This is an optimization exercise on Yosys and OpenROAD, whose aim is small area, not a production implementation. Where RTL was checked, it was by simulation tests only, not by an equivalence proof against the original. Power figures rest on the tool's default switching activity, not on a simulated workload.

// toslink_core
module toslink_core(
    input 	  clock,
    input 	  reset,
    input 	  tos_in,
    input [7:0]   usb_data_in,
    output [7:0]  usb_data_out,
    output 	  usb_data_oe,
    input 	  usb_rxf,
    input 	  usb_txe,
    output 	  usb_rd,
    output 	  usb_wr,
    output 	  usb_siwua,
    output 	  port0_cmd_en,
    output [2:0]  port0_cmd_instr,
    output [5:0]  port0_cmd_bl,
    output [29:0] port0_cmd_byte_addr,
    output 	  port0_wr_en,
    output [31:0] port0_wr_data,
    input 	  port0_wr_full,
    output 	  port0_rd_en,
    input [31:0]  port0_rd_data,
    input 	  port0_rd_empty,
    output 	  port1_cmd_en,
    output [2:0]  port1_cmd_instr,
    output [5:0]  port1_cmd_bl,
    output [29:0] port1_cmd_byte_addr,
    output 	  port1_wr_en,
    output [31:0] port1_wr_data,
    output 	  done_led,
    output 	  sync_led,
    output [15:0] debug);
   wire [31:0] fifo_tx;
   wire        fifo_tx_en;
   wire        fifo_tx_ce;
   wire [31:0] fifo_rx;
   wire        fifo_rx_en;
   wire        fifo_rx_ce;
  ...
Size: roughly 670 flip-flops, roughly 220 I/O pins, roughly 26000 sq um of cells after synthesis.
==> module capture, before the edit <==
module capture(input 		 clock,
	       input 		 reset,
	       input 		 tos_in,
	       input [31:0] 	 frames,
	       input 		 start,
	       output reg [31:0] frames_remaining,
	       output 		 done,
	       output reg 	 sync,
	       input [2:0] 	 cs_word_sel,
	       output [31:0] 	 cs_word,
	       output 		 cmd_en,
	       output [2:0] 	 cmd_instr,
	       output [5:0] 	 cmd_bl,
	       output [29:0] 	 cmd_byte_addr,
	       output 		 wr_en,
	       output [31:0] 	 wr_data,
	       output [15:0] 	 debug);
   assign done = frames_remaining == 0;
   wire       tos_ce;
   wire       tos_data;
   clockrecovery cdr(clock, reset, tos_in, tos_ce, tos_data);
   reg [7:0] 	syncword;
   always @(posedge clock or posedge reset) begin
      if (reset)
	syncword <= 0;
      else if (tos_ce)
	syncword <= { syncword[6:0], tos_data };
   end
   wire [7:0] sw = syncword[0] ? ~syncword : syncword;
   wire       sw_head = sw[7:4] == 4'b1110;
   wire       tos_bsync = sw_head && sw[3:1] == 3'b100;
   wire       tos_msync = sw_head && sw[3:1] == 3'b001;
   wire       tos_wsync = sw_head && sw[3:1] == 3'b010;
   wire       tos_sync = tos_bsync || tos_msync || tos_wsync;
   reg [29:0] word_lo;
   reg 	      parity;
   wire [31:0] word = { parity, 1'b0, word_lo };
   reg        word_complete;
   wire       prev_bm = syncword[0];
   reg 	      bm_bit;   
   reg [4:0]  bits;     
   wire        decoded_bit = prev_bm ^ tos_data;
   localparam STATE_IDLE          = 2'b00;
   localparam STATE_BEGIN_CAPTURE = 2'b01;
   localparam STATE_WAIT_WORD     = 2'b10;
   localparam STATE_WRITE_WORD    = 2'b11;
   reg [1:0]  state;
   reg [1:0]  next_state;
   always @(posedge clock or posedge reset) begin
      if (reset)
	state <= STATE_IDLE;
      else
	state <= next_state;
   end
   always @(*) begin
      next_state = state;
      case (state)
	STATE_IDLE:
	  if (start)
	    next_state = STATE_BEGIN_CAPTURE;
	STATE_BEGIN_CAPTURE:
	  next_state = STATE_WAIT_WORD;
	STATE_WAIT_WORD:
	  if (done)
	    next_state = STATE_IDLE;
	  else if (word_complete)
	    next_state = STATE_WRITE_WORD;
	STATE_WRITE_WORD:
	  next_state = STATE_WAIT_WORD;
      endcase
   end
   reg [29:2] address;
   always @(posedge clock or posedge reset) begin
      if (reset)
	frames_remaining <= 0;
      else if (next_state == STATE_BEGIN_CAPTURE)
	frames_remaining <= frames;
      else if (next_state == STATE_WRITE_WORD)
	frames_remaining <= frames_remaining - 1;
   end
   always @(posedge clock)
     if (next_state == STATE_BEGIN_CAPTURE)
       address <= 28'hfffffff;
     else if (next_state == STATE_WRITE_WORD)
       address <= address + 1'b1;
   genvar n;
   generate
      for (n = 0; n < 32; n = n + 1) begin : rev
	 assign wr_data[n] = word[31 - n];
      end
   endgenerate
   assign wr_en = state == STATE_WRITE_WORD;
   assign cmd_en = state == STATE_WRITE_WORD;
   assign cmd_instr = 3'b000;
   assign cmd_bl = 6'd0;
   assign cmd_byte_addr = { address, 2'b00 };
   reg [191:0] channel_status;
   reg [191:0] next_channel_status;
   assign debug[0] = word_complete;
   assign debug[1] = word[1];
   assign debug[2] = tos_bsync;
   assign debug[5:3] = cs_word_sel;
   assign debug[15:6] = 0;
   always @(posedge clock) begin
      if (word_complete)
	 next_channel_status <= { next_channel_status[190:0], word[1] };
      if (tos_bsync)
	channel_status <= next_channel_status;
   end
   genvar k;
   generate
      for (k = 0; k < 6; k = k + 1) begin : cs_sel
	 wire [31:0] w = channel_status[191 - 32 * k -: 32] &
			 {32{cs_word_sel == k}};
      end
   endgenerate
   assign cs_word = cs_sel[0].w | cs_sel[1].w | cs_sel[2].w |
		    cs_sel[3].w | cs_sel[4].w | cs_sel[5].w;
   always @(posedge clock or posedge reset) begin
      if (reset) begin
	 sync <= 1'b0;
	 word_complete <= 1'b0;
      end else begin
	 word_complete <= 1'b0;
	 if (tos_ce) begin
	    if (tos_sync)
	      sync <= 1'b1;
	    else if (sync && bm_bit && bits == 5'b11111) begin
	       word_complete <= 1'b1;
	       sync <= 1'b0;
	    end
	 end
      end
   end
   always @(posedge clock) begin
      if (tos_ce) begin
	 if (tos_sync) begin
	    bm_bit <= 1'b1;
	    parity <= 1'b0;
	    word_lo[1:0] <= { tos_msync, tos_wsync };
	    bits <= 5'd4;
	 end else if (sync) begin
	    bm_bit <= ~bm_bit;
	    if (bm_bit) begin
	       parity <= parity ^ decoded_bit;
	       word_lo <= { word_lo[28:0], decoded_bit };
	       bits <= bits + 1'b1;
	    end
	 end
      end
   end
endmodule  
==> flow/config.mk <==
export PLATFORM = sky130hd
export DESIGN_NAME = toslink_core
export DESIGN_NICKNAME = toslink_core
export VERILOG_FILES = /design/flow/design.v
export SDC_FILE = /design/flow/constraint.sdc
export NUM_CORES = 4
export LEC_CHECK = 0
export CAP_MARGIN = 20
export CORE_MARGIN = 2
export CORE_UTILIZATION = 65
export SLEW_MARGIN = 20
export BUFFER_PORTS_ARGS = -buffer_cell sky130_fd_sc_hd__buf_1
export CTS_ARGS = -sink_clustering_enable -repair_clock_nets -dont_use_dummy_load -buf_list sky130_fd_sc_hd__clkbuf_4 -sink_clustering_size 10 -sink_clustering_max_diameter 40
==> flow/constraint.sdc <==
create_clock -name core_clock -period 10.0 [get_ports {clock}]
set_input_delay 2.0000 -clock core_clock [delete_from_list [all_inputs] [get_ports {clock}]]
set_output_delay 2.0000 -clock core_clock [all_outputs]
set_load 0.01 [all_outputs]
standard.sh (not shown) runs the stock make flow with config.mk's settings and CLKGATE_MAP_FILE= SYNTH_SCRIPT=/design/flow/synth_recipe.tcl, a recipe that flattens the netlist after the stock synthesis.
==> flow/flow/run.sh <==
#!/bin/bash
# The standard layout, with three changes:
#  - ABC maps the combinational logic for area (dc2, then dch and amap -m twelve times) instead of speed; the
#    rest of the synthesis is synth_recipe.tcl's (same flip-flops and names);
#  - buf_1 port buffers;
#  - a clock tree of clkbuf_4 without dummy loads.
# make's output goes to standard.log; each tool's to the ORFS logs.
set -e
here=$PWD
cat > my_synth.tcl <<EOS
proc abc {args} {
  set i [lsearch \$args -script]
  set args [lreplace \$args \$i [expr {\$i+1}] -script $here/flow/abc_area.script]
  yosys abc {*}\$args
}
EOS
cat synth_recipe.tcl >> my_synth.tcl
cat >> config.mk <<'EOC'
export BUFFER_PORTS_ARGS = -buffer_cell sky130_fd_sc_hd__buf_1
export CTS_ARGS = -sink_clustering_enable -repair_clock_nets -dont_use_dummy_load -buf_list sky130_fd_sc_hd__clkbuf_4 -sink_clustering_size 10 -sink_clustering_max_diameter 40
EOC
bash standard.sh SYNTH_SCRIPT=$here/my_synth.tcl finish > standard.log 2>&1
==> flow/flow/abc_area.script <==
strash
ifraig
dc2
dch -f
amap -m
strash
dch -f
amap -m
strash
dch -f
amap -m
strash
dch -f
amap -m
strash
dch -f
amap -m
strash
dch -f
amap -m
strash
dch -f
amap -m
strash
dch -f
amap -m
strash
dch -f
amap -m
strash
dch -f
amap -m
strash
dch -f
amap -m
strash
dch -f
amap -m
topo
Change:
--- a/flow/design.v
+++ b/flow/design.v
@@ -69,15 +69,13 @@
    wire [7:0] sw = syncword[0] ? ~syncword : syncword;
    wire       sw_head = sw[7:4] == 4'b1110;
    wire       tos_bsync = sw_head && sw[3:1] == 3'b100;
    wire       tos_msync = sw_head && sw[3:1] == 3'b001;
    wire       tos_wsync = sw_head && sw[3:1] == 3'b010;
    wire       tos_sync = tos_bsync || tos_msync || tos_wsync;
-   reg [29:0] word_lo;
-   reg 	      parity;
-   wire [31:0] word = { parity, 1'b0, word_lo };
+   reg [31:0] word;
    reg        word_complete;
    wire       prev_bm = syncword[0];
    reg 	      bm_bit;   
    reg [4:0]  bits;     
    wire        decoded_bit = prev_bm ^ tos_data;
    localparam STATE_IDLE          = 2'b00;
@@ -173,20 +171,19 @@
       end
    end
    always @(posedge clock) begin
       if (tos_ce) begin
 	 if (tos_sync) begin
 	    bm_bit <= 1'b1;
-	    parity <= 1'b0;
-	    word_lo[1:0] <= { tos_msync, tos_wsync };
+	    word[31] <= 1'b0;
+	    word[2:0] <= { 1'b0, tos_msync, tos_wsync };
 	    bits <= 5'd4;
 	 end else if (sync) begin
 	    bm_bit <= ~bm_bit;
 	    if (bm_bit) begin
-	       parity <= parity ^ decoded_bit;
-	       word_lo <= { word_lo[28:0], decoded_bit };
+	       word <= { word[31] ^ decoded_bit, word[29:0], decoded_bit };
 	       bits <= bits + 1'b1;
 	    end
 	 end
       end
    end
 endmodule  
Result: The changed run went through all stages and came out clean. Design area is about the same. First-iteration DRC count rises by 3.4%. Synthesized area hardly moves. Synthesized cell count goes down by 0.66%. Core utilization shrinks by 0.11 points. Wire length went up by 1.7%. Cell count fell by 0.64%. Setup slack got worse by 0.71 ns. Total power drops by 0.73%. Die area barely changes. Global-route usage goes up by 0.61 points. Register-to-register slack loses 0.71 ns. Count of clock-buffer cells in the layout stays the same.
Only the layout flow was run in the first run of this note; the RTL was not checked for function there.

==> static timing again, ports no longer ideal <==
In the flow no input, the clock included, has a driving cell. The finished layouts below were timed again as built, in two steps.
Step 1, drivers: a clkbuf_16 drives clock and a buf_2 each remaining input, both assumed.
Step 2 adds t to the input delays and takes it off the output delays; t is the mean of the earliest and latest rising clock arrival at the registers after step 1. Input paths then give back, and output paths get back, about the clock's delay inside the block.
Three values: ideal ports, drivers, drivers and shift; two values: the first two.
run	shift t [ns]	setup WS [ns]	worst data-port slew with drivers (ns)
the first run	0.831	3.124 / 3.124 / 3.124	0.07
the second run	0.824	2.418 / 2.418 / 2.418	0.05
After both steps setup and hold are still met in every run listed.
